This design comes from an exercise in tuning for small area, a short achievable clock period and few clock cycles on the open sky130 flow, not from production work. In this exercise RTL edits were held to simulation tests only and were not proved equivalent to the original. Power is estimated from default activity; no workload was simulated.

$ cat design/flow/config.mk
export PLATFORM = sky130hd
export DESIGN_NAME = alu19
export DESIGN_NICKNAME = alu19
export VERILOG_FILES = /design/flow/design.v
export SDC_FILE = /design/flow/constraint.sdc
export NUM_CORES = 4
export LEC_CHECK = 0
export ABC_AREA = 1
export CAP_MARGIN = 20
export CORE_MARGIN = 2
export CORE_UTILIZATION = 40
export SLEW_MARGIN = 20
$ cat design/flow/constraint.sdc
create_clock -name core_clock -period 35.0 [get_ports {clk}]
set_input_delay 7.0000 -clock core_clock [delete_from_list [all_inputs] [get_ports {clk}]]
set_output_delay 7.0000 -clock core_clock [all_outputs]
set_load 0.01 [all_outputs]
$ cat design/flow/design.v
module add19 (
    input  [18:0] x,
    input  [18:0] y,
    input         cin,
    output [18:0] s,
    output        cout,
    output [18:0] p,
    output [18:0] g
);
    assign p = x ^ y;
    assign g = x & y;
    wire [19:0] G [0:5];
    wire [19:0] P [0:5];
    assign G[0] = {g, cin};
    assign P[0] = {p, 1'b0};
    genvar l, i;
    generate
        for (l = 0; l < 5; l = l + 1) begin : lvl
            for (i = 0; i < 20; i = i + 1) begin : pos
                if ((i >> l) % 2 == 1) begin : comb
                    assign G[l+1][i] = G[l][i] | (P[l][i] & G[l][((i >> l) << l) - 1]);
                    assign P[l+1][i] = P[l][i] & P[l][((i >> l) << l) - 1];
                end else begin : pass
                    assign G[l+1][i] = G[l][i];
                    assign P[l+1][i] = P[l][i];
                end
            end
        end
    endgenerate
    assign s    = p ^ G[5][18:0];
    assign cout = G[5][19];
endmodule
module norm19 (
    input  [18:0] v,
    output [18:0] n,
    output [4:0]  lz
);
    wire [18:0] v16 = lz[4] ? {v[2:0], 16'd0}   : v;
    wire [18:0] v8  = lz[3] ? {v16[10:0], 8'd0} : v16;
    wire [18:0] v4  = lz[2] ? {v8[14:0], 4'd0}  : v8;
    wire [18:0] v2  = lz[1] ? {v4[16:0], 2'd0}  : v4;
    assign lz[4] = (v[18:3]   == 16'd0);
    assign lz[3] = (v16[18:11] == 8'd0);
    assign lz[2] = (v8[18:15]  == 4'd0);
    assign lz[1] = (v4[18:17]  == 2'd0);
    assign lz[0] = ~v2[18];
    assign n = lz[0] ? {v2[17:0], 1'b0} : v2;
endmodule
module alu19 (
    input             clk,
    input             rst,
    input             in_valid,
    output            in_ready,
    input      [3:0]  op,
    input      [18:0] a,
    input      [18:0] b,
    output reg        out_valid,
    output reg [18:0] result,
    output reg        zero,
    output reg        carry,
    output reg        overflow
);
    localparam integer KM = 3;              
    reg          busy;      
    reg          vq;        
    reg          first;     
    reg  [3:0]   opq;
    reg  [18:0]  A;         
    reg  [18:0]  B;         
    reg  [4:0]   cnt;       
    assign in_ready = ~busy;
    wire is_mul = (opq == 4'd2);
    wire is_div = (opq == 4'd3);
    wire is_md  = is_mul | is_div;
    wire [18:0] res_in = first ? 19'd0 : result;
    wire [18:0] dn;
    wire [4:0]  lz;
    norm19 nrm (.v(B), .n(dn), .lz(lz));
    wire [18:0] d_in   = first ? dn : B;
    wire        b_zero = (B == 19'd0);
    wire [4:0]  cnt_in = first ? lz : cnt;
    reg [18:0] cs_s, cs_c, row;
    integer j;
    always @(*) begin
        cs_s = res_in;
        cs_c = A & {19{B[0]}};
        for (j = 1; j < KM; j = j + 1) begin
            row  = (A << j) & {19{B[j]}};
            {cs_c, cs_s} = {((cs_s & cs_c) | (cs_s & row) | (cs_c & row)) << 1,
                            cs_s ^ cs_c ^ row};
        end
    end
    reg  [18:0] x, y;
    reg         cin;
    always @(*) begin
        x = A; cin = 1'b0;
        case (opq)
            4'd0, 4'd6, 4'd7, 4'd8: y = B;
            4'd1:    begin y = ~B; cin = 1'b1; end
            4'd2:    begin x = cs_s; y = cs_c; end
            4'd3:    begin y = ~d_in; cin = 1'b1; end
            4'd4:    begin y = 19'd0; cin = 1'b1; end
            default: y = 19'h7FFFF;
        endcase
    end
    wire [18:0] sum, pr, gn;
    wire        cout;
    add19 add (.x(x), .y(y), .cin(cin), .s(sum), .cout(cout), .p(pr), .g(gn));
    wire        ge = cout;                   
    reg [18:0] r_next;
    always @(*) begin
        case (opq)
            4'd0, 4'd1, 4'd2, 4'd4, 4'd5: r_next = sum;
            4'd3:    r_next = (first & b_zero) ? 19'h7FFFF : {res_in[17:0], ge};
            4'd6:    r_next = gn;                
            4'd7:    r_next = gn | pr;           
            4'd8, 4'd9: r_next = pr;             
            default: r_next = 19'd0;
        endcase
    end
    wire c_add = (opq == 4'd0) & cout;
    wire v_add = (opq == 4'd0) & (A[18] == B[18]) & (sum[18] != A[18]);
    wire mul_done      = (B[18:KM] == 0);
    wire mul_last_next = (B[18:2*KM] == 0);
    wire div_done      = (first & b_zero) | (cnt_in == 5'd0);
    wire div_last_next = (cnt_in == 5'd1);
    wire md_done       = is_mul ? mul_done : div_done;
    wire fin = vq & (~busy | md_done);
    always @(posedge clk) begin
        result   <= r_next;
        zero     <= (r_next == 19'd0);
        carry    <= c_add;
        overflow <= v_add;
        if (~busy) begin
            opq   <= op;
            A     <= a;
            B     <= b;
            first <= 1'b1;
        end else begin
            first <= 1'b0;
            cnt   <= cnt_in - 5'd1;
            if (is_mul) begin
                A <= A << KM;
                B <= B >> KM;
            end else begin
                if (ge) A <= sum;
                B <= d_in >> 1;
            end
        end
        if (rst) begin
            busy      <= 1'b0;
            vq        <= 1'b0;
            out_valid <= 1'b0;
        end else begin
            out_valid <= fin;
            if (~busy) begin
                vq   <= in_valid;
                busy <= in_valid & (op[3:1] == 3'b001);
            end else begin
                vq   <= ~md_done;
                busy <= ~md_done & ~(is_mul ? mul_last_next : div_last_next);
            end
        end
    end
endmodule
$ cat design/flow/run.sh
#!/bin/bash
# synth_recipe.tcl (not shown) runs the flow's synth.tcl, then flattens the netlist and writes it again
# the make line also repeats each setting of config.mk as NAME=value (left out here)
make -C /OpenROAD-flow-scripts/flow DESIGN_CONFIG=/design/flow/config.mk WORK_HOME=/design/flow/orfs CLKGATE_MAP_FILE= SYNTH_SCRIPT=/design/flow/synth_recipe.tcl finish
==> metrics.md, run 1 <==
| Metric | Value |
|---|---|
| Vias in the first global route | `7981` |
| Antenna violations before repair | `0` |
| Worst-case clock skew | `between 0.006 and 0.007 ns` |
| Gate count of the mapped netlist | `1298` |
| I/O pin count | `69` |
| Post-synth ARST share | `0%` |
| Sequential area share after synthesis | `21.1%` |
| EDFF count, synth | `28` |
| Transition time at the pin with the least slew margin | `1.08 ns` |
| Via density | `5.20` |
| Total congestion overflow after global routing | `0` |
| Maximum number of pins on one net before global-route repair | `52` |
| Die extent in y | `148 µm` |
| Post-CTS Repair Setup Buffers | `0` |
| Max-Cap Viols | `0` |
| Routability congestion estimate from global placement | `~0.94` |
| Most frequent standard cell in the layout excluding fill and tap cells | `nand2_1` |
| TritonCTS clock tree | `yes` |
| FP Rows | `52` |
| Port buffer count | `68` |
| Result of the run | `finished clean` |
| Count of hold buffers inserted by post-cts repair | `0` |
| Worst reg-to-reg path cell count | `36` |
| Simple-gate portion of the synthesized area | `33.9%` |
| Number of nets in the layout | `1463` |
| Hold Path Origin | `vq$_SDFF_PP0_` |
| Root Buffer | `clkbuf_16` |
| Net count of the mapped netlist | `1424` |
| Headroom to the max-slew limit | `27.8%` |
| Synthesized area per cell | `6.37 µm²` |
| First-pass GRT wire length | `43200 µm` |
| Iteration count of the initial detailed-routing pass | `5` |
| Total standard cell area after synthesis | `8270 µm²` |
| Hold Path Class | `flop to flop` |
| Fillers | `2160` |
| Data arrival time at the worst-slack endpoint | `1.26 ns` |
| Parity-gate share of the synthesized area counting xor and xnor cells | `1.27%` |
| Clock slew at reported path FFs | `around 0.060 ns` |
| Critical path required time | `between 20 and 30 ns` |
| Post_cts resized | `0` |
| Die Area | `21800 µm²` |
| Wire length after detailed routing | `26900 µm` |
| DIE WIDTH | `between 100 and 150 µm` |
| CTS sink cnt | `73` |
| Crit path max fanout | `2` |
| Unrepaired setup endpoints after global routing | `no` |
| Number of synthesized register bits | `73` |
| Count of inserted antenna diode cells | `0` |
| Category of the worst setup path capture point | `primary output` |
| Remaining number of nets flagged by the antenna check after routing | `0` |
| Routed wirelength normalized by instance count | `16.7 µm` |
| Peak Freq | `around 120 MHz` |
| Register-to-Register Setup Slack | `around 28 ns` |
| Share of the clock period used by the worst path | `23.6%` |
| Clock buffer depth | `2` |
| Worst setup path class | `flop to primary output` |
| Synthesis Warnings | `2` |
| Combinational family with the most area after synthesis | `simple AND/OR/NAND/NOR gates` |
| Maximum resistive drop on vdd | `0.0250 mV` |
| Starting utilization of the core area | `40.9%` |
| Adder-cell share of the synthesized area | `15.7%` |
| CORE AREA | `20200 µm²` |
| Share of cells above drive strength 1 | `under 10%` |
| Detailed Place HPWL | `between 15000 and 20000 µm` |
| R2R Path End | `zero$_DFF_P_` |
| Layout area overhead | `14.3%` |
| PD cells | `48.8 nW/µm²` |
| Remaining routing DRC violations | `0` |
| Final hold violations | `0` |
| Post-synthesis mux area share | `0%` |
| Predominant post-synthesis flop cell | `dfxtp_1` |
| Total of endpoints with negative setup slack in the final report | `0` |
| Final setup TNS | `0 ns` |
| Placement-stage worst setup slack | `26.93 ns` |
| Clock buffer count from CTS | `9` |
| Final standard cell utilization of the core | `46.7%` |
| Final Max Slew Viols | `0` |
| Final critical delay including setup and external delays | `8.26 ns` |
| Detailed Route Iter0 Violations | `764` |
| Detailed-route via count | `8376` |
| Unique masters post-synth | `45` |
| Element type at the critical path start | `flop` |
| Setup crit end | `in_ready` |
| Commonest cells after routing, fill and taps aside | `nand2_1, inv_1, o21ai_0, nor2_1, clkdlybuf4s50_1` |
| Reported leakage power | `roughly 5.0 nW` |
| Complex-gate fraction of the synthesized area | `~15%` |
| Critical path startpoint | `busy$_SDFF_PP0_` |
| Final worst slack | `~27 ns` |
| Source-to-sink clock delay at the later pin of the worst-skew pair | `0.36 ns` |
| CTS H-tree depth | `3` |
| Reg-to-reg critical path startpoint | `B[8]$_DFF_P_` |
| Total routing usage reported by global routing | `25.5%` |
## cell type report
type / instances / area [µm²] / share of cell area (%)
Clock buffer: 9 / 225 / 2.38
Clock inverter: 7 / 92.6 / 0.980
Inverter: 220 / 831 / 8.79
Multi-Input combinational cell: 953 / 5450 / 57.7
Sequential cell: 73 / 1740 / 18.4
Tap cell: 270 / 338 / 3.58
Timing Repair Buffer: 80 / 771 / 8.16
## cell families after synthesis
| kind of cell | after synthesis |
|---|---|
| flops | 73 |
| simple gates | 637 |
| compound gates | 223 |
| xor+xnor | 12 |
| buf+inv | 272 |
| fa+ha+maj | 81 |
## layer usage
| layer | wire [µm] | global-route usage [%] | vias to the layer above |
|---|---|---|---|
| li1 | - | - | 4196 |
| met1 | 12400 | 35.8 | 3883 |
| met2 | 12400 | 40.7 | 260 |
| met3 | 1540 | 2.99 | 37 |
| met4 | 626 | 8.85 | 0 |
| met5 | 0 | 0 | - |
## synth_stat cells (2+ instances only)
library cell,instances,share of area [%]
clkbuf_1,41,1.9
nand2_4,4,0.54
nor2_4,7,0.95
dfxtp_1,45,11
o211ai_1,12,1.1
nand3b_1,3,0.27
fa_1,38,9.2
nand3_2,12,1.5
nor3_1,3,0.18
xor2_1,10,1.1
inv_2,7,0.32
a21oi_1,35,2.1
nand3_1,48,2.9
a221oi_1,16,1.7
buf_6,5,0.68
xnor2_1,2,0.21
ha_1,43,6.5
a21o_1,2,0.18
o21ai_0,121,7.3
or2_2,2,0.15
and3_1,14,1.1
inv_1,208,9.4
nor2_1,110,5.0
a211oi_1,2,0.18
o22ai_1,11,0.83
inv_4,2,0.15
clkinv_1,3,0.14
edfxtp_1,28,10
nand2_2,20,1.5
nand2_1,391,18
o21ai_1,19,1.2
buf_1,3,0.14
nor2_2,3,0.23
nand4_1,17,1.3
## where the power goes
part | internal (mW) | switching [mW] | total, mW
logic | 0.0893 | 0.149 | 0.238
clock network | 0.0623 | 0.0405 | 0.103
registers | 0.105 | 0.0149 | 0.120
total | 0.256 | 0.204 | 0.461
## worst max-delay path: stages, from the launching register on
cell and delay [ns]:
dfxtp_1 0.32, inv_2 0.05, clkdlybuf4s50_1 0.53
## through the flow
step	hold slack (ns)	cell area, µm²	instances	power, mW
2_1_floorplan	0.402	8270	1298	0.280
3_3_place_gp	0.418	9130	1596	0.354
3_5_place_dp	0.416	9130	1596	0.355
4_1_cts	0.425	9450	1612	0.460
5_1_grt	0.434	9450	1612	0.498
6_report	0.421	9450	1612	0.461
## worst min path at each step
stage	to	cells after the start
after global routing	out_valid$_SDFF_PP0_	2
after detailed placement	out_valid$_SDFF_PP0_	2
after global placement	out_valid$_SDFF_PP0_	2
after floorplan	out_valid$_SDFF_PP0_	2
after CTS	out_valid$_SDFF_PP0_	2
final	out_valid$_SDFF_PP0_	2
## flip-flops by register name (all words and copies together), names as in the netlist, 4 cells and up
name / count
A: 19
cnt: 5
opq: 4
result: 19
B: 19
Testbench counts, summed over its fixed seeds: cycles 42,245.
==> run 2: changes to the inputs <==
==> design/flow/flow/run.sh (new file) <==
#!/bin/bash
set -euo pipefail
W=$(pwd)
P=${FLOW_PLATFORM:-sky130hd}
R=$W/orfs/results/$P/alu19/base
L=$W/orfs/logs/$P/alu19/base
LIB=$FLOW_HOME/platforms/$P/lib/sky130_fd_sc_hd__tt_025C_1v80.lib
YOSYS=$FLOW_HOME/../tools/install/yosys/bin/yosys
[[ -x $YOSYS ]] || YOSYS=yosys

# 1. standard synthesis
bash standard.sh synth > $W/log_1_standard_synth.txt 2>&1
cp $R/1_2_yosys.v $W/netlist_standard.v

# 2. re-map the combinational logic
python3 flow/lib2map.py $LIB > $W/cellmap.v
DONTUSE=$(grep -o -- '-dont_use [^ ]*' $L/1_2_yosys.log | sort -u | tr '\n' ' ')
ABCSCRIPT='+strash;&get,-n;&fraig,-x;&put;scorr;dc2;strash;&get,-n;&dch,-f;&nf;&put;topo;upsize,-D,4500;dnsize,-D,4500'
cat > $W/reabc.ys <<YS
read_liberty -lib $LIB
read_verilog $W/netlist_standard.v
hierarchy -top $FLOW_TOP
techmap -map $W/cellmap.v
techmap
opt -fast
abc -liberty $LIB $DONTUSE -script $ABCSCRIPT
setundef -zero
splitnets
opt_clean -purge
hilomap -singleton -hicell sky130_fd_sc_hd__conb_1 HI -locell sky130_fd_sc_hd__conb_1 LO
insbuf -buf sky130_fd_sc_hd__buf_4 A X
opt_clean -purge
check -assert
stat -liberty $LIB
write_verilog -noattr -nohex -nodec $W/netlist_reabc.v
YS
$YOSYS -l $W/log_2_reabc.txt -q $W/reabc.ys > /dev/null 2>&1
# the registers must be the standard synthesis's, instance for instance
grep -E '^\s*sky130_fd_sc_hd__[a-z]*df' $W/netlist_standard.v | awk '{print $1, $2}' | sort > $W/regs_standard.txt
grep -E '^\s*sky130_fd_sc_hd__[a-z]*df' $W/netlist_reabc.v | awk '{print $1, $2}' | sort > $W/regs_reabc.txt
cmp $W/regs_standard.txt $W/regs_reabc.txt
cp $W/netlist_reabc.v $R/1_2_yosys.v
rm -f $R/1_synth.odb $R/1_synth.sdc

# 3. the standard layout from the new netlist
export BUFFER_PORTS_ARGS="-buffer_cell sky130_fd_sc_hd__buf_1"
bash standard.sh > $W/log_3_standard_layout.txt 2>&1
==> design/flow/flow/lib2map.py (new file) <==
# write a yosys techmap file giving each combinational sky130hd cell its function
import re, sys
lib = open(sys.argv[1]).read()
out = []
pos = 0
cells = re.finditer(r'\n\s*cell\s*\(\s*"?(\w+)"?\s*\)\s*\{', lib)
starts = [(m.group(1), m.end()) for m in cells]
for idx, (name, st) in enumerate(starts):
    en = starts[idx+1][1] if idx+1 < len(starts) else len(lib)
    body = lib[st:en]
    if re.search(r'\b(ff|latch|statetable)\s*\(', body): continue
    pins = re.finditer(r'\n\s*pin\s*\(\s*"?(\w+)"?\s*\)\s*\{', body)
    ins, outs = [], []
    pl = [(m.group(1), m.end()) for m in pins]
    for j, (pn, ps) in enumerate(pl):
        pe = pl[j+1][1] if j+1 < len(pl) else len(body)
        pb = body[ps:pe]
        d = re.search(r'direction\s*:\s*"?(\w+)"?', pb)
        if not d: continue
        if d.group(1) == 'input': ins.append(pn)
        elif d.group(1) == 'output':
            f = re.search(r'function\s*:\s*"([^"]*)"', pb)
            if not f: outs = None; break
            outs.append((pn, f.group(1)))
    if not outs: continue
    def conv(f):
        f = f.replace('!', '~')
        # liberty: space between operands means AND; sky130 uses & so just strip
        return f
    ports = ins + [o for o, _ in outs]
    s = f"module {name} ({', '.join(ports)});\n"
    for i in ins: s += f"  input {i};\n"
    for o, f in outs: s += f"  output {o};\n  assign {o} = {conv(f)};\n"
    s += "endmodule\n"
    out.append(s)
print("".join(out))
==> design/flow/standard.sh (new file) <==
#!/bin/bash
# synth_recipe.tcl (not shown) runs the flow's synth.tcl, then flattens the netlist and writes it again
# the make line also repeats each setting of config.mk as NAME=value (left out here)
make -C /OpenROAD-flow-scripts/flow DESIGN_CONFIG=/design/flow/config.mk WORK_HOME=/design/flow/orfs CLKGATE_MAP_FILE= SYNTH_SCRIPT=/design/flow/synth_recipe.tcl "${@:-finish}"
removed: design/flow/run.sh
==> run 2 against run 1 <==
  * Sequential cell count unchanged
  * Clock power about the same
  * Register-to-register slack worse by 0.78 ns
  * Total power down 27%
  * Clock-buffer cell count up 1
  * Critical endpoint unchanged
  * Largest power group unchanged
==> metrics.md, run 2 <==
| Metric | Value |
|---|---|
| Total standard cell area after synthesis | `6920 µm² (-16%)` |
| Detailed Route Iter0 Violations | `897 (+17%)` |
| DIE WIDTH | `136 µm (-8.3%)` |
| WL met1 | `11800 µm (-4.5%)` |
| R2R Path End | `zero$_DFF_P_` |
| Gate count of the mapped netlist | `925 (-29%)` |
| Detailed Place HPWL | `19100 µm (-2.7%)` |
| Hold Path Class | `flop to flop` |
| Hold Path Sink | `out_valid$_SDFF_PP0_` |
| Worst path max stage delay | `0.33 ns (-0.20 ns)` |
| Share of the clock period used by the worst path | `22.5% (-1.1 points)` |
| Crit path max fanout | `2 (unchanged)` |
| Peak Freq | `127 MHz (+4.8%)` |
| Data arrival time at the worst-slack endpoint | `0.88 ns (-0.38 ns)` |
| Register-to-Register Setup Slack | `27.58 ns (-0.78 ns)` |
| Area of combinational cells with multiple inputs | `5100 µm² (-6.3%)` |
| Biggest regs | `A: 19 flops, B: 19 flops, result: 19 flops` |
| Combinational group share of total power | `37.2% (-14 points)` |
| Worst reg-to-reg path cell count | `21 (-42%)` |
| Min-Delay Path Depth | `1 (-1)` |
| Share of cells above drive strength 1 | `5.64% (-1.1 points)` |
| FP Rows | `48 (-7.7%)` |
| Unrepaired setup endpoints after global routing | `no` |
| Most frequent standard cell in the layout excluding fill and tap cells | `nand2_1` |
| First-pass GRT wire length | `41100 µm (-4.9%)` |
| Detailed-route via count | `8091 (-3.4%)` |
| Switching share of power | `38.4% (-5.9 points)` |
| Synthesis Warnings | `2 (unchanged)` |
| Net count of the mapped netlist | `970 (-32%)` |
| Max-Cap Viols | `0 (unchanged)` |
| CP Depth | `2 (unchanged)` |
| Clock slew at reported path FFs | `0.06 ns (about the same)` |
| Total congestion overflow after global routing | `0 (unchanged)` |
| Via density | `6.46 (+24%)` |
| Number of nets in the layout | `1068 (-27%)` |
| Total of endpoints with negative setup slack in the final report | `0 (unchanged)` |
| I/O pin count | `69 (unchanged)` |
| Count of inserted antenna diode cells | `0 (unchanged)` |
| Number of cells in the finished layout apart from fillers | `1253 (-22%)` |
| Iteration count of the initial detailed-routing pass | `5 (unchanged)` |
| Routed wirelength normalized by instance count | `21.5 µm (+28%)` |
| Vias in the first global route | `7276 (-8.8%)` |
| CTS sink cnt | `73 (unchanged)` |
| Antenna violations before repair | `0 (unchanged)` |
| Routability congestion estimate from global placement | `0.978 (+4.4%)` |
| Clock buffer depth | `2 (unchanged)` |
| Starting utilization of the core area | `40.5% (-0.41 points)` |
| Placed Cells incl. Taps | `1237 (-22%)` |
| PD cells | `42.6 nW/µm² (-13%)` |
| Hold Path Origin | `vq$_SDFF_PP0_` |
| Maximum resistive drop on vdd | `0.0261 mV (+4.5%)` |
| Final Max Slew Viols | `0 (unchanged)` |
| Detailed route wirelength on metal2 | `11900 µm (-3.9%)` |
| Result of the run | `finished clean` |
| Placement-stage worst setup slack | `27.28 ns (+0.350 ns)` |
| Cell with the biggest individual delay on the critical path | `dfxtp_1` |
| Remaining number of nets flagged by the antenna check after routing | `0 (unchanged)` |
| Remaining routing DRC violations | `0 (unchanged)` |
| Clock network fraction of total power | `30.0% (+7.7 points)` |
| Post_cts resized | `0 (unchanged)` |
| Count of hold buffers inserted by post-cts repair | `0 (unchanged)` |
| Maximum number of pins on one net before global-route repair | `44 (-15%)` |
| Die extent in y | `136 µm (-8.3%)` |
| Fraction of power consumed by sequential logic | `32.8% (+6.8 points)` |
| Headroom to the max-slew limit | `37.6% (+9.7 points)` |
| Post-CTS Repair Setup Buffers | `0 (unchanged)` |
| TritonCTS clock tree | `yes` |
| Layout area overhead | `14.7%` |
| Final worst slack | `27.12 ns (+0.380 ns)` |
| Reg-to-reg critical path startpoint | `B[8]$_DFF_P_` |
| Cell family with the largest share of critical-path delay | `flip-flops` |
| Final hold violations | `0 (unchanged)` |
| Port buffer count | `68 (unchanged)` |
| Critical path required time | `28.00 ns (about the same)` |
| FF/Latch Area | `1740 µm² (unchanged)` |
| Net Sw Power | `0.130 mW (-36%)` |
| Fillers | `1791 (-17%)` |
| Cell-by-cell listing of the critical path | `clkinv_1 > buf_1` |
| Synthesized area per cell | `7.49 µm² (+18%)` |
| Transition time at the pin with the least slew margin | `0.933 ns (-0.147 ns)` |
| Wire length after detailed routing | `26900 µm (-0.13%)` |
| Source-to-sink clock delay at the later pin of the worst-skew pair | `0.35 ns (about the same)` |
| Clock buffer count from CTS | `9 (unchanged)` |
| Cell internal power dissipation | `0.208 mW (-19%)` |
| CTS H-tree depth | `3 (unchanged)` |
| Element type at the critical path start | `flop` |
| Worst-case clock skew | `0.00981 ns (+0.00374 ns)` |
| Commonest cells after routing, fill and taps aside | `nand2_1, a21oi_1, nor2_1, o21ai_0, buf_1` |
| Reported leakage power | `2.70 nW (-47%)` |
| CORE AREA | `17100 µm² (-15%)` |
| Category of the worst setup path capture point | `primary output` |
| Die Area | `18400 µm² (-16%)` |
| Root Buffer | `clkbuf_16` |
| Top Layer Used | `met4` |
| Worst setup path class | `flop to primary output` |
| Combined buffer and inverter count along the critical path | `2 (unchanged)` |
| Final critical delay including setup and external delays | `7.88 ns (-0.380 ns)` |
| Final setup TNS | `0 ns (unchanged)` |
| Met3 Wirelength | `2260 µm (+47%)` |
| Total routing usage reported by global routing | `29.3% (+3.8 points)` |
## run 2: per-layer routing
layer	up-vias	track usage [%]
li1	3797	-
met1	3773	40.1
met2	450	46.4
met3	71	4.53
met4	0	11.6
met5	-	0
## run 2: metrics by stage
| stage | instance area [µm²] | util (%) | hold WS, ns | power (mW) |
|---|---|---|---|---|
| global placement | 7620 | 44.5 | 0.449 | 0.235 |
| global route | 7940 | 46.4 | 0.468 | 0.355 |
| finish | 7940 | 46.4 | 0.459 | 0.338 |
| detailed placement | 7620 | 44.5 | 0.456 | 0.235 |
| floorplan | 6920 | - | 0.438 | 0.199 |
| CTS | 7940 | 46.4 | 0.466 | 0.337 |
## run 2: worst max-delay path by stage
stage | endpoint | startpoint
3_5_place_dp | busy$_SDFF_PP0_ | op[2]
3_3_place_gp | busy$_SDFF_PP0_ | op[2]
4_1_cts | in_ready | busy$_SDFF_PP0_
5_1_grt | in_ready | busy$_SDFF_PP0_
2_1_floorplan | in_ready | busy$_SDFF_PP0_
6_report | in_ready | busy$_SDFF_PP0_
## run 2: area by class of cell
class | instances | area share (%)
clock inverter | 6 | 1.17
multi-input combinational | 826 | 64.2
clock buffer | 10 | 2.88
inverter | 26 | 1.23
timing repair buffer | 87 | 5.01
tap | 225 | 3.54
sequential | 73 | 21.9
## run 2: power by group through the flow
stage	combinational, mW	clock, mW	sequential [mW]
2_1_floorplan	0.0859	0	0.113
3_3_place_gp	0.122	0	0.112
3_5_place_dp	0.122	0	0.112
4_1_cts	0.123	0.103	0.111
5_1_grt	0.137	0.106	0.112
6_report	0.126	0.101	0.111
==> run 3: changes to the inputs <==
--- a/design/flow/design.v
+++ b/design/flow/design.v
@@ -62,4 +62,3 @@
 );
-    localparam integer KM = 3;              
-    reg          busy;      
+    reg          ready;     
     reg          vq;        
@@ -69,4 +68,5 @@
     reg  [18:0]  B;         
+    reg          bm;        
     reg  [4:0]   cnt;       
-    assign in_ready = ~busy;
+    assign in_ready = ready;
     wire is_mul = (opq == 4'd2);
@@ -81,13 +81,16 @@
     wire [4:0]  cnt_in = first ? lz : cnt;
-    reg [18:0] cs_s, cs_c, row;
-    integer j;
-    always @(*) begin
-        cs_s = res_in;
-        cs_c = A & {19{B[0]}};
-        for (j = 1; j < KM; j = j + 1) begin
-            row  = (A << j) & {19{B[j]}};
-            {cs_c, cs_s} = {((cs_s & cs_c) | (cs_s & row) | (cs_c & row)) << 1,
-                            cs_s ^ cs_c ^ row};
-        end
-    end
+    wire       b_m1 = ~first & bm;
+    wire       one0 = B[0] ^ b_m1;
+    wire       two0 = (B[1] & ~B[0] & ~b_m1) | (~B[1] & B[0] & b_m1);
+    wire       neg0 = B[1];
+    wire       one1 = B[2] ^ B[1];
+    wire       two1 = (B[3] & ~B[2] & ~B[1]) | (~B[3] & B[2] & B[1]);
+    wire       neg1 = B[3];
+    wire [18:0] a_m1 = {A[17:0], 1'b0};
+    wire [18:0] row0 = (({19{one0}} & A) | ({19{two0}} & a_m1)) ^ {19{neg0}};
+    wire [18:0] rw1  = (({19{one1}} & A) | ({19{two1}} & a_m1)) ^ {19{neg1}};
+    wire [18:0] row1 = {rw1[16:0], neg1, neg1};
+    wire [18:0] cs_s = res_in ^ row0 ^ row1;
+    wire [18:0] cs_c = {(res_in[17:0] & row0[17:0]) | (res_in[17:0] & row1[17:0]) |
+                        (row0[17:0] & row1[17:0]), neg1};
     reg  [18:0] x, y;
@@ -99,3 +102,3 @@
             4'd1:    begin y = ~B; cin = 1'b1; end
-            4'd2:    begin x = cs_s; y = cs_c; end
+            4'd2:    begin x = cs_s; y = cs_c; cin = neg0; end
             4'd3:    begin y = ~d_in; cin = 1'b1; end
@@ -122,4 +125,4 @@
     wire v_add = (opq == 4'd0) & (A[18] == B[18]) & (sum[18] != A[18]);
-    wire mul_done      = (B[18:KM] == 0);
-    wire mul_last_next = (B[18:2*KM] == 0);
+    wire mul_done      = (B[18:3] == 0);
+    wire mul_last_next = (B[18:7] == 0);
     wire div_done      = (first & b_zero) | (cnt_in == 5'd0);
@@ -127,3 +130,3 @@
     wire md_done       = is_mul ? mul_done : div_done;
-    wire fin = vq & (~busy | md_done);
+    wire fin = vq & (ready | md_done);
     always @(posedge clk) begin
@@ -133,3 +136,3 @@
         overflow <= v_add;
-        if (~busy) begin
+        if (ready) begin
             opq   <= op;
@@ -141,5 +144,6 @@
             cnt   <= cnt_in - 5'd1;
+            bm    <= B[3];
             if (is_mul) begin
-                A <= A << KM;
-                B <= B >> KM;
+                A <= A << 4;
+                B <= B >> 4;
             end else begin
@@ -150,3 +154,3 @@
         if (rst) begin
-            busy      <= 1'b0;
+            ready     <= 1'b1;
             vq        <= 1'b0;
@@ -155,8 +159,8 @@
             out_valid <= fin;
-            if (~busy) begin
-                vq   <= in_valid;
-                busy <= in_valid & (op[3:1] == 3'b001);
+            if (ready) begin
+                vq    <= in_valid;
+                ready <= ~(in_valid & (op[3:1] == 3'b001));
             end else begin
-                vq   <= ~md_done;
-                busy <= ~md_done & ~(is_mul ? mul_last_next : div_last_next);
+                vq    <= ~md_done;
+                ready <= md_done | (is_mul ? mul_last_next : div_last_next);
             end
==> run 3 against run 2 <==
  * Still clean on timing, DRC and antenna
  * Global-route usage grew 0.38 points
  * Register-to-register slack improved by 0.14 ns
  * Clock power grew 6%
  * Clock-buffer cell count unchanged
  * Highest routed layer unchanged
==> metrics.md, run 3 <==
| Metric | Value |
|---|---|
| Unrepaired setup endpoints after global routing | `no` |
| Wire length after detailed routing | `27200 µm (+1.0%)` |
| FP Rows | `48 (unchanged)` |
| Peak Freq | `122 MHz (-3.7%)` |
| Transition time at the pin with the least slew margin | `1.16 ns (+0.227 ns)` |
| Starting utilization of the core area | `40.9% (+0.42 points)` |
| Commonest cells after routing, fill and taps aside | `nand2_1, nor2_1, o21ai_0, xnor2_1, a21oi_1` |
| Layout area overhead | `14.6%` |
| Most frequent standard cell in the layout excluding fill and tap cells | `nand2_1` |
| Headroom to the max-slew limit | `22.6% (-15 points)` |
| Number of nets in the layout | `1056 (-1.1%)` |
| Biggest regs | `A: 19 flops, B: 19 flops, result: 19 flops` |
| Total congestion overflow after global routing | `0 (unchanged)` |
| Max-Cap Viols | `0 (unchanged)` |
| Die extent in y | `137 µm (+0.84%)` |
| DIE WIDTH | `137 µm (+0.84%)` |
| Count of inserted antenna diode cells | `0 (unchanged)` |
| First-pass GRT wire length | `42200 µm (+2.7%)` |
| Routability congestion estimate from global placement | `0.937 (-4.2%)` |
| Vias in the first global route | `7505 (+3.1%)` |
| Via density | `6.34 (-1.8%)` |
| Final critical delay including setup and external delays | `8.18 ns (+0.305 ns)` |
| TritonCTS clock tree | `yes` |
| Final hold violations | `0 (unchanged)` |
| Synthesized area per cell | `7.71 µm² (+3.0%)` |
| Detailed-route via count | `7870 (-2.7%)` |
| Cell Area, Placed | `7740 µm² (+1.6%)` |
| CTS sink cnt | `74 (+1.4%)` |
| WL met1 | `12100 µm (+2.2%)` |
| Routed wirelength normalized by instance count | `21.9 µm (+2.0%)` |
| Maximum resistive drop on vdd | `0.0266 mV (+1.8%)` |
| Clock slew at reported path FFs | `0.07 ns (about the same)` |
| Hold Path Class | `flop to flop` |
| Die Area | `18700 µm² (+1.7%)` |
| Critical path required time | `28.00 ns (about the same)` |
| Clock buffer count from CTS | `9 (unchanged)` |
| Net count of the mapped netlist | `959 (-1.1%)` |
| Met3 Wirelength | `2400 µm (+6.2%)` |
| Worst setup path class | `flop to primary output` |
| Result of the run | `finished clean` |
| Maximum number of pins on one net before global-route repair | `50 (+14%)` |
| Post_cts resized | `0 (unchanged)` |
| Final cell area excluding filler cells | `8070 µm² (+1.6%)` |
| Count of hold buffers inserted by post-cts repair | `0 (unchanged)` |
| Source-to-sink clock delay at the later pin of the worst-skew pair | `0.36 ns (about the same)` |
| Share of cells above drive strength 1 | `6.40% (+0.76 points)` |
| Power consumption | `0.372 mW (+10%)` |
| Remaining number of nets flagged by the antenna check after routing | `0 (unchanged)` |
| Detailed Route Iter0 Violations | `955 (+6.5%)` |
| Reported leakage power | `2.83 nW (+4.9%)` |
| Root Buffer | `clkbuf_16` |
| Total standard cell area after synthesis | `7050 µm² (+1.8%)` |
| Remaining routing DRC violations | `0 (unchanged)` |
| Worst-case clock skew | `0.00953 ns (-0.000282 ns)` |
| Top Layer Used | `met4` |
| Synthesis Warnings | `2 (unchanged)` |
| CORE AREA | `17200 µm² (+0.70%)` |
| Element type at the critical path start | `flop` |
| Share of the clock period used by the worst path | `23.4% (+0.87 points)` |
| Category of the worst setup path capture point | `primary output` |
| Final Max Slew Viols | `0 (unchanged)` |
| Detailed Place HPWL | `19100 µm (-0.14%)` |
| Antenna violations before repair | `0 (unchanged)` |
| Detailed route wirelength on metal2 | `11600 µm (-2.7%)` |
| Post-CTS Repair Setup Buffers | `0 (unchanged)` |
| Port buffer count | `68 (unchanged)` |
| I/O pin count | `69 (unchanged)` |
| Total routing usage reported by global routing | `29.7% (+0.38 points)` |
| Iteration count of the initial detailed-routing pass | `5 (unchanged)` |
| PD cells | `46.1 nW/µm² (+8.3%)` |
| Fillers | `1778 (-0.73%)` |
| Clock buffer depth | `2 (unchanged)` |
| Total of endpoints with negative setup slack in the final report | `0 (unchanged)` |
| Gate count of the mapped netlist | `914 (-1.2%)` |
| CTS H-tree depth | `3 (unchanged)` |
| Crit path max fanout | `28 (+26)` |
| Data arrival time at the worst-slack endpoint | `1.18 ns (+0.30 ns)` |
| Final setup TNS | `0 ns (unchanged)` |
[run 3: cell type report]
cell class | instances | area, µm² | share of cell area, %
timing repair buffer | 86 | 390 | 4.84
inverter | 17 | 63.8 | 0.790
clock inverter | 6 | 90.1 | 1.12
sequential | 74 | 1770 | 22.0
clock buffer | 10 | 239 | 2.96
tap | 225 | 282 | 3.49
multi-input combinational | 823 | 5240 | 64.8
[run 3: path summary, 6_finish.rpt]
| check | from | endpoint | slack (ns) | cells after the start |
|---|---|---|---|---|
| max | ready$_SDFF_PP1_ | in_ready | 26.82 | 2 |
| min | vq$_SDFF_PP0_ | out_valid$_SDFF_PP0_ | 0.43 | 2 |
| max reg2reg | B[3]$_DFF_P_ | A[14]$_DFFE_PP_ | 27.72 | 17 |
| min reg2reg | vq$_SDFF_PP0_ | out_valid$_SDFF_PP0_ | 0.43 | 2 |
[run 3: critical path, stage by stage, from the launching register on]
cell and delay, ns:
dfxtp_2 0.32, buf_4 0.29, buf_1 0.19
[run 3: routing by layer]
metal / vias up / global-route usage (%)
met3: 77 / 5.63
met5: - / 0
met4: 0 / 13.2
li1: 3698 / -
met1: 3670 / 41.4
met2: 425 / 44.4
[run 3: stage by stage]
step / hold WS (ns) / setup slack (ns) / instances / utilization, %
final: 0.427 / 26.82 / 1241 / 46.8
after global routing: 0.441 / 26.78 / 1241 / 46.8
after CTS: 0.424 / 26.82 / 1241 / 46.8
after detailed placement: 0.417 / 27.20 / 1225 / 44.9
after global placement: 0.411 / 27.21 / 1225 / 44.9
after floorplan: 0.395 / 26.48 / 914 / -
[run 3: power breakdown]
part	internal, mW	total, mW	switching (mW)
sequential	0.101	0.113	0.0127
clock	0.0646	0.107	0.0424
combinational	0.0588	0.152	0.0931
total	0.224	0.372	0.148
Testbench counts of run 3, summed over its fixed seeds: cycles 39,688.
==> run 4: changes to the inputs <==
--- a/design/flow/design.v
+++ b/design/flow/design.v
@@ -62,3 +62,5 @@
 );
-    reg          ready;     
+    reg          ready_o;   
+    reg          busy;      
+    wire         ready = ~busy;
     reg          vq;        
@@ -70,3 +72,3 @@
     reg  [4:0]   cnt;       
-    assign in_ready = ready;
+    assign in_ready = ready_o;
     wire is_mul = (opq == 4'd2);
@@ -154,3 +156,4 @@
         if (rst) begin
-            ready     <= 1'b1;
+            ready_o   <= 1'b1;
+            busy      <= 1'b0;
             vq        <= 1'b0;
@@ -161,6 +164,8 @@
                 vq    <= in_valid;
-                ready <= ~(in_valid & (op[3:1] == 3'b001));
+                ready_o <= ~(in_valid & (op[3:1] == 3'b001));
+                busy    <= in_valid & (op[3:1] == 3'b001);
             end else begin
                 vq    <= ~md_done;
-                ready <= md_done | (is_mul ? mul_last_next : div_last_next);
+                ready_o <= md_done | (is_mul ? mul_last_next : div_last_next);
+                busy    <= ~(md_done | (is_mul ? mul_last_next : div_last_next));
             end
--- a/design/flow/config.mk
+++ b/design/flow/config.mk
@@ -11,2 +11,3 @@
 export CORE_UTILIZATION = 40
+export CTS_BUF_LIST = sky130_fd_sc_hd__clkbuf_8
 export SLEW_MARGIN = 20
==> run 4 against run 3 <==
  * Fmax grew 3.5%
  * Final cell count did not move
  * Combinational power down 3%
  * Via count shrank 0.94%
  * Clock skew increased by 0.0070 ns
  * Highest routed layer unchanged
  * First-iteration DRC count is 14% higher
==> metrics.md, run 4 <==
| Metric | Value |
|---|---|
| R2R Path End | `zero$_DFF_P_` |
| Transition time at the pin with the least slew margin | `0.954 ns (-0.206 ns)` |
| Number of nets in the layout | `1056 (unchanged)` |
| Power consumption | `0.337 mW (-9.4%)` |
| Combinational group share of total power | `43.9% (+3.1 points)` |
| Result of the run | `finished clean` |
| Total congestion overflow after global routing | `0 (unchanged)` |
| Category of the worst setup path capture point | `primary output` |
| Detailed-route via count | `7796 (-0.94%)` |
| Worst setup path class | `flop to primary output` |
| Antenna violations before repair | `1 (+1)` |
| Crit path max fanout | `1 (-96%)` |
| Fillers | `1793 (+0.84%)` |
| First-pass GRT wire length | `42400 µm (+0.55%)` |
| Max-Cap Viols | `0 (unchanged)` |
| Register-to-Register Setup Slack | `27.38 ns (-0.34 ns)` |
| Count of inserted antenna diode cells | `0 (unchanged)` |
| Min-Delay Path Depth | `2 (unchanged)` |
| Critical path startpoint | `zero$_DFF_P_` |
| Port buffer count | `68 (unchanged)` |
| Area of combinational cells with multiple inputs | `5090 µm² (-2.8%)` |
| DIE WIDTH | `136 µm (-0.60%)` |
| Net count of the mapped netlist | `954 (-0.52%)` |
| Count of hold buffers inserted by post-cts repair | `0 (unchanged)` |
| Cell with the biggest individual delay on the critical path | `dfxtp_1` |
| Worst path max stage delay | `0.34 ns (+0.02 ns)` |
| Worst hold slack | `0.431 ns (+0.00411 ns)` |
| FF/Latch Area | `1790 µm² (+1.1%)` |
| Vias in the first global route | `7313 (-2.6%)` |
| Final Max Slew Viols | `0 (unchanged)` |
| Worst reg-to-reg path cell count | `23 (+6)` |
| Clock buffer depth | `2 (unchanged)` |
| CTS H-tree depth | `3 (unchanged)` |
| Root Buffer | `clkbuf_8` |
| Final hold violations | `0 (unchanged)` |
| Clock slew at reported path FFs | `0.08 ns (about the same)` |
| Final critical delay including setup and external delays | `7.91 ns (-0.275 ns)` |
| Synthesized area per cell | `7.65 µm² (-0.70%)` |
| Number of cells in the finished layout apart from fillers | `1241 (unchanged)` |
| Total routing usage reported by global routing | `30.5% (+0.74 points)` |
| Total standard cell area after synthesis | `6960 µm² (-1.2%)` |
| Reg-to-reg critical path startpoint | `B[3]$_DFF_P_` |
| Final standard cell utilization of the core | `46.0% (-0.86 points)` |
| Iteration count of the initial detailed-routing pass | `5 (unchanged)` |
| Wire length after detailed routing | `27900 µm (+2.6%)` |
| Data arrival time at the worst-slack endpoint | `0.91 ns (-0.27 ns)` |
| Commonest cells after routing, fill and taps aside | `nand2_1, nor2_1, a21oi_1, o21ai_0, xnor2_1` |
| Cell-by-cell listing of the critical path | `buf_1` |
| Cell internal power dissipation | `0.198 mW (-12%)` |
| Detailed Place HPWL | `19400 µm (+2.0%)` |
| Clock buffer count from CTS | `9 (unchanged)` |
| TritonCTS clock tree | `yes` |
| Die extent in y | `136 µm (-0.60%)` |
| Die Area | `18500 µm² (-1.2%)` |
| Final setup TNS | `0 ns (unchanged)` |
| Starting utilization of the core area | `40.5% (-0.37 points)` |
| PD cells | `42.7 nW/µm² (-7.4%)` |
| Clock network fraction of total power | `22.5% (-6.2 points)` |
| Cell family with the largest share of critical-path delay | `flip-flops` |
| Most frequent standard cell in the layout excluding fill and tap cells | `nand2_1` |
| Post_cts resized | `0 (unchanged)` |
| Setup crit end | `zero` |
| Worst-case clock skew | `0.0166 ns (+0.00703 ns)` |
| Share of the clock period used by the worst path | `22.6% (-0.79 points)` |
| Detailed Route Iter0 Violations | `1087 (+14%)` |
| Combined buffer and inverter count along the critical path | `1 (-1)` |
| Layout area overhead | `13.5%` |
| Hold Path Class | `flop to flop` |
| I/O pin count | `69 (unchanged)` |
| CORE AREA | `17200 µm² (-0.35%)` |
| Unrepaired setup endpoints after global routing | `no` |
| Routed wirelength normalized by instance count | `22.5 µm (+2.6%)` |
| Maximum resistive drop on vdd | `0.0220 mV (-17%)` |
| Total of endpoints with negative setup slack in the final report | `0 (unchanged)` |
| Switching share of power | `41.3% (+1.5 points)` |
| CTS sink cnt | `75 (+1.4%)` |
| Peak Freq | `126 MHz (+3.5%)` |
| Reported leakage power | `2.80 nW (-0.91%)` |
| Share of cells above drive strength 1 | `6.00% (-0.39 points)` |
| Headroom to the max-slew limit | `36.1% (+14 points)` |
| Placed Cells incl. Taps | `1225 (unchanged)` |
| Source-to-sink clock delay at the later pin of the worst-skew pair | `0.39 ns (+0.03 ns)` |
| Routability congestion estimate from global placement | `0.996 (+6.3%)` |
| Remaining number of nets flagged by the antenna check after routing | `0 (unchanged)` |
| Synthesis Warnings | `2 (unchanged)` |
| Gate count of the mapped netlist | `909 (-0.55%)` |
| Remaining routing DRC violations | `0 (unchanged)` |
| FP Rows | `48 (unchanged)` |
| Element type at the critical path start | `flop` |
| Fraction of power consumed by sequential logic | `33.6% (+3.1 points)` |
| Via density | `6.28 (-0.94%)` |
| CP Depth | `1 (-1)` |
| Post-CTS Repair Setup Buffers | `0 (unchanged)` |
| Net Sw Power | `0.139 mW (-6.0%)` |
| Critical path required time | `28.00 ns (about the same)` |
| Biggest regs | `A: 19 flops, B: 19 flops, result: 19 flops` |
| Maximum number of pins on one net before global-route repair | `57 (+14%)` |
run 4: cell type report:
cell class,count,share of cell area (%)
Clock inverter,4,0.586
Timing Repair Buffer,91,5.42
Clock buffer,12,2.09
Multi-Input combinational cell,809,64.5
Tap cell,225,3.57
Sequential cell,75,22.7
Inverter,25,1.19
run 4: routing by layer:
metal | GRT usage (%) | share of wire [%] | up-vias | wire length [µm]
met5 | 0 | 0 | - | 0
met4 | 11.0 | 3.2 | 0 | 895
met3 | 5.26 | 9.6 | 58 | 2690
met2 | 48.5 | 45 | 439 | 12500
met1 | 41.5 | 42 | 3641 | 11800
li1 | - | - | 3658 | -
run 4: per-stage QoR:
stage | cell area [µm²] | setup slack (ns)
2_1_floorplan | 6960 | 27.31
3_3_place_gp | 7680 | 27.17
3_5_place_dp | 7680 | 27.14
4_1_cts | 7890 | 27.07
5_1_grt | 7900 | 26.97
6_report | 7900 | 27.09
run 4: worst min-delay path by stage:
stage	to	startpoint
2_1_floorplan	out_valid$_SDFF_PP0_	vq$_SDFF_PP0_
3_3_place_gp	out_valid$_SDFF_PP0_	vq$_SDFF_PP0_
3_5_place_dp	out_valid$_SDFF_PP0_	vq$_SDFF_PP0_
4_1_cts	out_valid$_SDFF_PP0_	vq$_SDFF_PP0_
5_1_grt	out_valid$_SDFF_PP0_	vq$_SDFF_PP0_
6_report	out_valid$_SDFF_PP0_	vq$_SDFF_PP0_
run 4: power by group through the flow:
stage / Combinational (mW) / Clock, mW / Sequential [mW]
3_5_place_dp: 0.144 / 0 / 0.115
3_3_place_gp: 0.144 / 0 / 0.115
6_report: 0.148 / 0.0758 / 0.113
2_1_floorplan: 0.103 / 0 / 0.116
5_1_grt: 0.162 / 0.0797 / 0.115
4_1_cts: 0.145 / 0.0765 / 0.113
run 4: worst register-to-register path, cell delays in order, from the launching register on:
cell and delay (ns):
dfxtp_1 0.31, buf_4 0.46, nor4_1 0.14, buf_4 0.19
a31oi_1 0.34, nand4_2 0.43, o21ai_2 0.57, nor4_2 0.16
nor3_4 0.77, mux2_2 0.41, o221ai_1 0.28, o21ai_0 0.20
and2_0 0.23, o311a_1 0.40, o21a_1 0.24, o2111ai_1 0.32
a21o_1 0.18, a21o_1 0.16, a2111o_1 0.20, o31ai_1 0.09
buf_4 0.14, o21ai_0 0.51, o211ai_1 0.44, nor4_1 0.34
Testbench counts of run 4, summed over its fixed seeds: cycles 39,688.
==> run 5: changes to the inputs <==
--- a/design/flow/config.mk
+++ b/design/flow/config.mk
@@ -11,3 +11,2 @@
 export CORE_UTILIZATION = 40
-export CTS_BUF_LIST = sky130_fd_sc_hd__clkbuf_8
 export SLEW_MARGIN = 20
==> run 5 against run 4 <==
  * Still clean
  * Clock-buffer cell count increased by 1
  * Global-route usage increased by 0.052 points
  * Via count increased by 1.2%
  * Routed wire length increased by 0.85%
  * Combinational power about the same
  * Final area increased by 1.2%
  * Sequential power about the same
  * Clock power increased by 29%
  * Core utilization increased by 0.56 points
  * Critical path depth unchanged
  * Sequential cell count unchanged
  * Critical endpoint unchanged
==> metrics.md, run 5 <==
| Metric | Value |
|---|---|
| Data arrival time at the worst-slack endpoint | `0.86 ns (-0.05 ns)` |
| Worst-case clock skew | `0.00893 ns (-0.00762 ns)` |
| CORE AREA | `17200 µm² (unchanged)` |
| Remaining routing DRC violations | `0 (unchanged)` |
| Wire length after detailed routing | `28100 µm (+0.85%)` |
| Via density | `6.36 (+1.2%)` |
| Commonest cells after routing, fill and taps aside | `nand2_1, nor2_1, a21oi_1, o21ai_0, xnor2_1` |
| Root Buffer | `clkbuf_16` |
| Clock buffer depth | `2 (unchanged)` |
| Final cell area excluding filler cells | `7990 µm² (+1.2%)` |
| Cell family with the largest share of critical-path delay | `flip-flops` |
| Hold Path Class | `flop to flop` |
| Iteration count of the initial detailed-routing pass | `8 (+3)` |
| Worst path max stage delay | `0.33 ns (about the same)` |
| FP Rows | `48 (unchanged)` |
| Count of inserted antenna diode cells | `0 (unchanged)` |
| Final critical delay including setup and external delays | `7.86 ns (-0.0427 ns)` |
| Antenna violations before repair | `1 (unchanged)` |
| Total standard cell area after synthesis | `6960 µm² (unchanged)` |
| Total routing usage reported by global routing | `30.5% (+0.052 points)` |
| Result of the run | `finished clean` |
| Critical path required time | `28.00 ns (about the same)` |
| Remaining number of nets flagged by the antenna check after routing | `0 (unchanged)` |
| Detailed Route Iter0 Violations | `1068 (-1.7%)` |
| Starting utilization of the core area | `40.5% (unchanged)` |
| Die extent in y | `136 µm (unchanged)` |
| Worst setup path class | `flop to primary output` |
| Total congestion overflow after global routing | `0 (unchanged)` |
| Detailed Place HPWL | `19400 µm (unchanged)` |
| Biggest regs | `A: 19 flops, B: 19 flops, result: 19 flops` |
| Maximum resistive drop on vdd | `0.0264 mV (+20%)` |
| Gate count of the mapped netlist | `909 (unchanged)` |
| I/O pin count | `69 (unchanged)` |
| PD cells | `45.0 nW/µm² (+5.4%)` |
| Synthesized area per cell | `7.65 µm² (unchanged)` |
| Transition time at the pin with the least slew margin | `0.931 ns (-0.0232 ns)` |
| Max-Cap Viols | `0 (unchanged)` |
| Layout area overhead | `14.9%` |
| Unrepaired setup endpoints after global routing | `no` |
| Clock buffer count from CTS | `9 (unchanged)` |
| First-pass GRT wire length | `42500 µm (+0.16%)` |
| Synthesis Warnings | `2 (unchanged)` |
| Number of cells in the finished layout apart from fillers | `1241 (unchanged)` |
| Maximum number of pins on one net before global-route repair | `57 (unchanged)` |
| Share of cells above drive strength 1 | `6.00% (unchanged)` |
| Die Area | `18500 µm² (unchanged)` |
| Count of hold buffers inserted by post-cts repair | `0 (unchanged)` |
| Vias in the first global route | `7317 (+0.055%)` |
| Most frequent standard cell in the layout excluding fill and tap cells | `nand2_1` |
| Post-CTS Repair Setup Buffers | `0 (unchanged)` |
| Combined buffer and inverter count along the critical path | `1 (unchanged)` |
| Peak Freq | `127 MHz (+0.54%)` |
| Power consumption | `0.360 mW (+6.7%)` |
| Cell with the biggest individual delay on the critical path | `dfxtp_1` |
| Placed Cells incl. Taps | `1225 (unchanged)` |
| Reported leakage power | `2.85 nW (+1.6%)` |
| CTS sink cnt | `75 (unchanged)` |
| Final worst slack | `27.14 ns (+0.0427 ns)` |
| DIE WIDTH | `136 µm (unchanged)` |
| Source-to-sink clock delay at the later pin of the worst-skew pair | `0.35 ns (-0.04 ns)` |
| Final Max Slew Viols | `0 (unchanged)` |
| Clock slew at reported path FFs | `0.06 ns (-0.02 ns)` |
| Placement-stage worst setup slack | `27.14 ns (unchanged)` |
| Cell-by-cell listing of the critical path | `buf_1` |
| Port buffer count | `68 (unchanged)` |
| CTS H-tree depth | `3 (unchanged)` |
| Final standard cell utilization of the core | `46.5% (+0.56 points)` |
| Final setup TNS | `0 ns (unchanged)` |
| Crit path max fanout | `1 (unchanged)` |
| Final hold violations | `0 (unchanged)` |
| Cell Area, Placed | `7680 µm² (unchanged)` |
| Element type at the critical path start | `flop` |
| Routability congestion estimate from global placement | `0.996 (unchanged)` |
| Total of endpoints with negative setup slack in the final report | `0 (unchanged)` |
| Net count of the mapped netlist | `954 (unchanged)` |
| Share of the clock period used by the worst path | `22.5% (-0.12 points)` |
| TritonCTS clock tree | `yes` |
| Worst hold slack | `0.432 ns (+0.000587 ns)` |
| Routed wirelength normalized by instance count | `22.7 µm (+0.85%)` |
| Detailed-route via count | `7893 (+1.2%)` |
| Number of nets in the layout | `1056 (unchanged)` |
| Category of the worst setup path capture point | `primary output` |
| Headroom to the max-slew limit | `37.7% (+1.6 points)` |
| Post_cts resized | `0 (unchanged)` |
## run 5: cell count changes in the layout (fill, tap and decap cells not counted), sizes merged
cell / before / now
bufinv: 1 / 0
clkbuf: 12 / 13
## run 5: per-layer routing
metal / wire (µm) / global-route usage, % / vias to the layer above
li1: - / - / 3650
met1: 11900 / 41.7 / 3730
met2: 12800 / 48.4 / 461
met3: 2710 / 5.48 / 52
met4: 782 / 10.8 / 0
met5: 0 / 0 / -
## run 5: final timing paths
check           startpoint                   end  slack, ns  cells after the start
min reg2reg  vq$_SDFF_PP0_  out_valid$_SDFF_PP0_       0.43                      2
max reg2reg   B[3]$_DFF_P_          zero$_DFF_P_      27.47                     23
min          vq$_SDFF_PP0_  out_valid$_SDFF_PP0_       0.43                      2
max           zero$_DFF_P_                  zero      27.14                      1
## run 5: worst min-delay path, stage by stage (launching register included)
cell and delay (ns):
dfxtp_1 0.30, nand2_1 0.05, nor2_1 0.04
## run 5: layout make-up
type                       instances  area [µm²]
multi-input combinational        809        5090
inverter                          25        93.8
timing repair buffer              91         428
clock buffer                      13         292
tap                              225         282
fill                            1780        9180
clock inverter                     3        16.3
sequential                        75        1790
## run 5: report_power, final
group | internal [mW] | switching, mW
registers | 0.102 | 0.0117
logic | 0.0576 | 0.0909
clock network | 0.0581 | 0.0399
total | 0.218 | 0.142
==> run 6: changes to the inputs <==
--- a/design/flow/config.mk
+++ b/design/flow/config.mk
@@ -8,5 +8,8 @@
 export ABC_AREA = 1
-export CAP_MARGIN = 20
+export CAP_MARGIN = 0
 export CORE_MARGIN = 2
 export CORE_UTILIZATION = 40
-export SLEW_MARGIN = 20
+export CTS_BUF_LIST = sky130_fd_sc_hd__clkbuf_16
+export CTS_CLUSTER_DIAMETER = 200
+export CTS_CLUSTER_SIZE = 40
+export SLEW_MARGIN = 0
==> run 6 against run 5 <==
  * Still clean
  * Total power is 2.0% lower
  * Non-clock buffer count stayed put
  * Core utilization is 0.19 points lower
  * Fmax hardly changed
  * Routed wire length is 0.11% lower
  * Synthesized cell count stayed put
  * Combinational power hardly changed
  * Synthesized area stayed put
  * Worst hold slack better by 0.0019 ns
  * Sequential power hardly changed
  * Final area is 0.41% lower
  * Via count hardly changed
  * Critical endpoint unchanged
  * Largest power group unchanged
==> metrics.md, run 6 <==
| Metric | Value |
|---|---|
| Result of the run | `finished clean` |
| Cell family with the largest share of critical-path delay | `flip-flops` |
| Source-to-sink clock delay at the later pin of the worst-skew pair | `0.35 ns (about the same)` |
| Routed wirelength normalized by instance count | `22.6 µm (-0.11%)` |
| Vias in the first global route | `7330 (+0.18%)` |
| Worst-case clock skew | `0.00614 ns (-0.00279 ns)` |
| Post_cts resized | `0 (unchanged)` |
| Min-Delay Path Depth | `2 (unchanged)` |
| Worst path max stage delay | `0.33 ns (about the same)` |
| DIE WIDTH | `136 µm (unchanged)` |
| Critical path required time | `28.00 ns (about the same)` |
| Combinational group share of total power | `42.1% (+0.9 points)` |
| Reported leakage power | `2.84 nW (-0.49%)` |
| Root Buffer | `clkbuf_16` |
| Total of endpoints with negative setup slack in the final report | `0 (unchanged)` |
| Final hold violations | `0 (unchanged)` |
| Iteration count of the initial detailed-routing pass | `5 (-3)` |
| CTS sink cnt | `75 (unchanged)` |
| Max-Cap Viols | `0 (unchanged)` |
| First-pass GRT wire length | `42500 µm (about the same)` |
| Cell Area, Placed | `7680 µm² (unchanged)` |
| Clock slew at reported path FFs | `0.06 ns (about the same)` |
| Count of hold buffers inserted by post-cts repair | `0 (unchanged)` |
| Remaining routing DRC violations | `0 (unchanged)` |
| Clock network fraction of total power | `25.8% (-1.4 points)` |
| Final cell area excluding filler cells | `7960 µm² (-0.41%)` |
| R2R Path End | `zero$_DFF_P_` |
| Synthesized area per cell | `7.65 µm² (unchanged)` |
| Cell internal power dissipation | `0.211 mW (-3.0%)` |
| Unrepaired setup endpoints after global routing | `no` |
| Total standard cell area after synthesis | `6960 µm² (unchanged)` |
| Placement-stage worst setup slack | `27.14 ns (unchanged)` |
| Maximum resistive drop on vdd | `0.0268 mV (+1.7%)` |
| Net Sw Power | `0.142 mW (-0.36%)` |
| Hold Path Origin | `vq$_SDFF_PP0_` |
| Routability congestion estimate from global placement | `0.996 (unchanged)` |
| Register-to-Register Setup Slack | `27.42 ns (-0.05 ns)` |
| Port buffer count | `68 (unchanged)` |
| Wire length after detailed routing | `28100 µm (-0.11%)` |
| Crit path max fanout | `1 (unchanged)` |
| Cell with the biggest individual delay on the critical path | `dfxtp_1` |
| Hold Path Sink | `out_valid$_SDFF_PP0_` |
| Worst setup path class | `flop to primary output` |
| PD cells | `44.3 nW/µm² (-1.6%)` |
| Count of inserted antenna diode cells | `0 (unchanged)` |
| Number of nets in the layout | `1056 (unchanged)` |
| Remaining number of nets flagged by the antenna check after routing | `0 (unchanged)` |
| CTS H-tree depth | `3 (unchanged)` |
| Total routing usage reported by global routing | `30.5% (about the same)` |
| Final standard cell utilization of the core | `46.3% (-0.19 points)` |
| Clock buffer count from CTS | `9 (unchanged)` |
| Die extent in y | `136 µm (unchanged)` |
| Clock buffer depth | `2 (unchanged)` |
| Maximum number of pins on one net before global-route repair | `57 (unchanged)` |
| Layout area overhead | `14.4%` |
| Worst reg-to-reg path cell count | `23 (unchanged)` |
| Hold Path Class | `flop to flop` |
| CORE AREA | `17200 µm² (unchanged)` |
| Post-CTS Repair Setup Buffers | `0 (unchanged)` |
| Switching share of power | `40.2% (+0.65 points)` |
| Final Max Slew Viols | `0 (unchanged)` |
| Synthesis Warnings | `2 (unchanged)` |
| Fraction of power consumed by sequential logic | `32.2% (+0.6 points)` |
| Commonest cells after routing, fill and taps aside | `nand2_1, nor2_1, a21oi_1, o21ai_0, xnor2_1` |
| Top Layer Used | `met4` |
| Headroom to the max-slew limit | `24.0% (-14 points)` |
| Power consumption | `0.353 mW (-2.0%)` |
| Biggest regs | `A: 19 flops, B: 19 flops, result: 19 flops` |
| Via density | `6.36 (about the same)` |
| Detailed route wirelength on metal2 | `12700 µm (-0.84%)` |
| TritonCTS clock tree | `yes` |
| WL met1 | `11900 µm (+0.14%)` |
| Starting utilization of the core area | `40.5% (unchanged)` |
| Total congestion overflow after global routing | `0 (unchanged)` |
| Final worst slack | `27.13 ns (-0.00280 ns)` |
| Cell-by-cell listing of the critical path | `buf_1` |
| Detailed Place HPWL | `19400 µm (unchanged)` |
| Category of the worst setup path capture point | `primary output` |
| Gate count of the mapped netlist | `909 (unchanged)` |
| Die Area | `18500 µm² (unchanged)` |
| Antenna violations before repair | `1 (unchanged)` |
| Share of cells above drive strength 1 | `5.71% (-0.30 points)` |
| Detailed-route via count | `7890 (-0.038%)` |
| Share of the clock period used by the worst path | `22.5% (about the same)` |
| Net count of the mapped netlist | `954 (unchanged)` |
| Detailed Route Iter0 Violations | `996 (-6.7%)` |
| Element type at the critical path start | `flop` |
| Peak Freq | `127 MHz (about the same)` |
| Transition time at the pin with the least slew margin | `1.14 ns (+0.204 ns)` |
| Final setup TNS | `0 ns (unchanged)` |
| Final critical delay including setup and external delays | `7.87 ns (+0.00280 ns)` |
| Most frequent standard cell in the layout excluding fill and tap cells | `nand2_1` |
| I/O pin count | `69 (unchanged)` |
| Reg-to-reg critical path startpoint | `B[3]$_DFF_P_` |
| FP Rows | `48 (unchanged)` |
| Met3 Wirelength | `2630 µm (-2.8%)` |
| Data arrival time at the worst-slack endpoint | `0.87 ns (about the same)` |
| Combined buffer and inverter count along the critical path | `1 (unchanged)` |
==> run 6: worst max-delay path by stage <==
stage / start / endpoint / slack (ns) / depth (start not counted)
global route: B[3]$_DFF_P_ / zero$_DFF_P_ / 26.97 / 22
global placement: in_valid / ready_o$_SDFF_PP1_ / 27.17 / 6
detailed placement: in_valid / ready_o$_SDFF_PP1_ / 27.14 / 6
CTS: zero$_DFF_P_ / zero / 27.12 / 1
floorplan: in_valid / ready_o$_SDFF_PP1_ / 27.31 / 5
finish: zero$_DFF_P_ / zero / 27.13 / 1
==> run 6: cell type report <==
| class | count | area [µm²] |
|---|---|---|
| clock buffer | 10 | 250 |
| clock inverter | 6 | 27.5 |
| fill | 1793 | 9220 |
| inverter | 25 | 93.8 |
| multi-input combinational | 809 | 5090 |
| sequential | 75 | 1790 |
| tap | 225 | 282 |
| timing repair buffer | 91 | 428 |
==> run 6: metrics by stage <==
stage | cells | hold slack (ns)
detailed placement | 1225 | 0.417
floorplan | 909 | 0.395
CTS | 1241 | 0.433
global route | 1241 | 0.467
finish | 1241 | 0.434
global placement | 1225 | 0.426
==> run 6: per-layer routing <==
layer / vias to the layer above / global-route usage (%)
met2: 447 / 48.6
li1: 3658 / -
met3: 55 / 4.66
met4: 0 / 11.8
met1: 3730 / 41.6
met5: - / 0
==> run 6: power by group through the flow <==
stage | registers (mW) | clock network [mW] | logic (mW)
floorplan | 0.116 | 0 | 0.103
global placement | 0.115 | 0 | 0.144
detailed placement | 0.115 | 0 | 0.144
CTS | 0.113 | 0.0917 | 0.146
global route | 0.115 | 0.0948 | 0.162
finish | 0.114 | 0.0909 | 0.148
==> run 7: changes to the inputs <==
--- a/design/flow/flow/run.sh
+++ b/design/flow/flow/run.sh
@@ -17,3 +17,3 @@
 DONTUSE=$(grep -o -- '-dont_use [^ ]*' $L/1_2_yosys.log | sort -u | tr '\n' ' ')
-ABCSCRIPT='+strash;&get,-n;&fraig,-x;&put;scorr;dc2;strash;&get,-n;&dch,-f;&nf;&put;topo;upsize,-D,4500;dnsize,-D,4500'
+ABCSCRIPT='+strash;&get,-n;&fraig,-x;&put;scorr;dc2;strash;&get,-n;&dch,-f;&put;dc2;strash;&get,-n;&dch,-f;&nf;&put;topo;upsize,-D,5500;dnsize,-D,5500'
 cat > $W/reabc.ys <<YS
==> design/flow/config.mk (replaced) <==
export PLATFORM = sky130hd
export DESIGN_NAME = alu19
export DESIGN_NICKNAME = alu19
export VERILOG_FILES = /design/flow/design.v
export SDC_FILE = /design/flow/constraint.sdc
export NUM_CORES = 4
export LEC_CHECK = 0
export ABC_AREA = 1
export CAP_MARGIN = 20
export CORE_MARGIN = 2
export CORE_UTILIZATION = 40
export CTS_BUF_LIST = sky130_fd_sc_hd__clkbuf_8
export SLEW_MARGIN = 20
==> run 7 against run 6 <==
  * Routed wire length decreased by 0.79%
  * Critical endpoint is now result[4]
  * Global-route usage increased by 0.47 points
  * Sequential cell count unchanged
  * Non-clock buffer count decreased by 3
  * Highest routed layer unchanged
  * Worst setup slack got worse by 0.051 ns
  * First-iteration DRC count decreased by 13%
  * Combinational power about the same
==> metrics.md, run 7 <==
| Metric | Value |
|---|---|
| Synthesized area per cell | `7.73 µm² (+0.93%)` |
| Antenna violations before repair | `0 (-1)` |
| Power consumption | `0.323 mW (-8.5%)` |
| Detailed Route Iter0 Violations | `869 (-13%)` |
| Combined buffer and inverter count along the critical path | `1 (unchanged)` |
| Combinational group share of total power | `45.4% (+3.3 points)` |
| Number of nets in the layout | `1036 (-1.9%)` |
| Port buffer count | `68 (unchanged)` |
| Clock slew at reported path FFs | `0.07 ns (about the same)` |
| Via density | `6.43 (+1.2%)` |
| Result of the run | `finished clean` |
| Cell internal power dissipation | `0.185 mW (-12%)` |
| Worst-case clock skew | `0.00995 ns (+0.00380 ns)` |
| Biggest regs | `A: 19 flops, B: 19 flops, result: 19 flops` |
| Area of combinational cells with multiple inputs | `4990 µm² (-1.9%)` |
| Total of endpoints with negative setup slack in the final report | `0 (unchanged)` |
| Count of hold buffers inserted by post-cts repair | `0 (unchanged)` |
| Switching share of power | `42.6% (+2.4 points)` |
| FF/Latch Area | `1790 µm² (about the same)` |
| Commonest cells after routing, fill and taps aside | `nand2_1, a21oi_1, nor2_1, xnor2_1, o21ai_0` |
| Detailed Place HPWL | `19100 µm (-1.9%)` |
| Synthesis Warnings | `2 (unchanged)` |
| Worst setup path class | `flop to primary output` |
| FP Rows | `47 (-2.1%)` |
| Met3 usage in global routing | `5.20% (+0.54 points)` |
| Routed wirelength normalized by instance count | `22.9 µm (+1.2%)` |
| Cell Area, Placed | `7590 µm² (-1.2%)` |
| CTS sink cnt | `75 (unchanged)` |
| Post-CTS Repair Setup Buffers | `0 (unchanged)` |
| Remaining number of nets flagged by the antenna check after routing | `0 (unchanged)` |
| Headroom to the max-slew limit | `28.5% (+4.5 points)` |
| First-pass GRT wire length | `42600 µm (+0.19%)` |
| Data arrival time at the worst-slack endpoint | `0.92 ns (+0.05 ns)` |
| Clock buffer count from CTS | `9 (unchanged)` |
| Total congestion overflow after global routing | `0 (unchanged)` |
| Source-to-sink clock delay at the later pin of the worst-skew pair | `0.38 ns (+0.03 ns)` |
| Category of the worst setup path capture point | `primary output` |
| Share of cells above drive strength 1 | `6.22% (+0.52 points)` |
| CTS H-tree depth | `3 (unchanged)` |
| Cell-by-cell listing of the critical path | `buf_1` |
| Final Max Slew Viols | `0 (unchanged)` |
| Peak Freq | `126 MHz (-0.64%)` |
| Critical path required time | `28.00 ns (about the same)` |
| I/O pin count | `69 (unchanged)` |
| Final critical delay including setup and external delays | `7.92 ns (+0.0509 ns)` |
| Maximum resistive drop on vdd | `0.0193 mV (-28%)` |
| Clock network fraction of total power | `19.1% (-6.7 points)` |
| Element type at the critical path start | `flop` |
| Unrepaired setup endpoints after global routing | `no` |
run 7: final cells by class:
class,count,share of cell area (%)
multi-input cells,783,64.3
clock buffers,10,1.77
flip-flops and latches,75,23.1
well taps,220,3.55
repair buffers,88,5.23
inverters,34,1.65
clock inverters,6,0.323
diodes,1,0.0323
run 7: through the flow:
| step | setup slack, ns | hold WS (ns) | instances |
|---|---|---|---|
| 4_1_cts | 27.07 | 0.423 | 1216 |
| 2_1_floorplan | 27.41 | 0.395 | 892 |
| 3_3_place_gp | 27.22 | 0.410 | 1200 |
| 6_report | 27.08 | 0.417 | 1217 |
| 5_1_grt | 26.70 | 0.443 | 1216 |
| 3_5_place_dp | 27.21 | 0.412 | 1200 |
run 7: power by group through the flow:
stage          sequential (mW)  combinational (mW)  clock [mW]
6_report                 0.115               0.146      0.0616
5_1_grt                  0.116               0.159      0.0655
4_1_cts                  0.114               0.143      0.0620
3_5_place_dp             0.116               0.142           0
3_3_place_gp             0.116               0.142           0
2_1_floorplan            0.116               0.102           0
run 7: per-layer routing:
layer | vias up | share of wire, %
met2 | 482 | 45
met1 | 3671 | 41
met5 | - | 0
met4 | 0 | 3.9
met3 | 74 | 10
li1 | 3600 | -
run 7: final timing paths:
path | from | end | slack [ns] | cells after the start
hold reg to reg | vq$_SDFF_PP0_ | out_valid$_SDFF_PP0_ | 0.42 | 2
setup reg to reg | B[3]$_DFF_P_ | A[13]$_DFFE_PP_ | 27.12 | 21
hold / removal | vq$_SDFF_PP0_ | out_valid$_SDFF_PP0_ | 0.42 | 2
setup / recovery | result[4]$_DFF_P_ | result[4] | 27.08 | 1

Re-timed with assumed drivers on the ports (clkbuf_16 on the clock, buf_2 on other inputs), run 7 has 27.043 ns of setup slack against 27.082 ns with ideal ports, and 27.123 ns once port delays also move by the mid clock arrival of 0.416 ns.
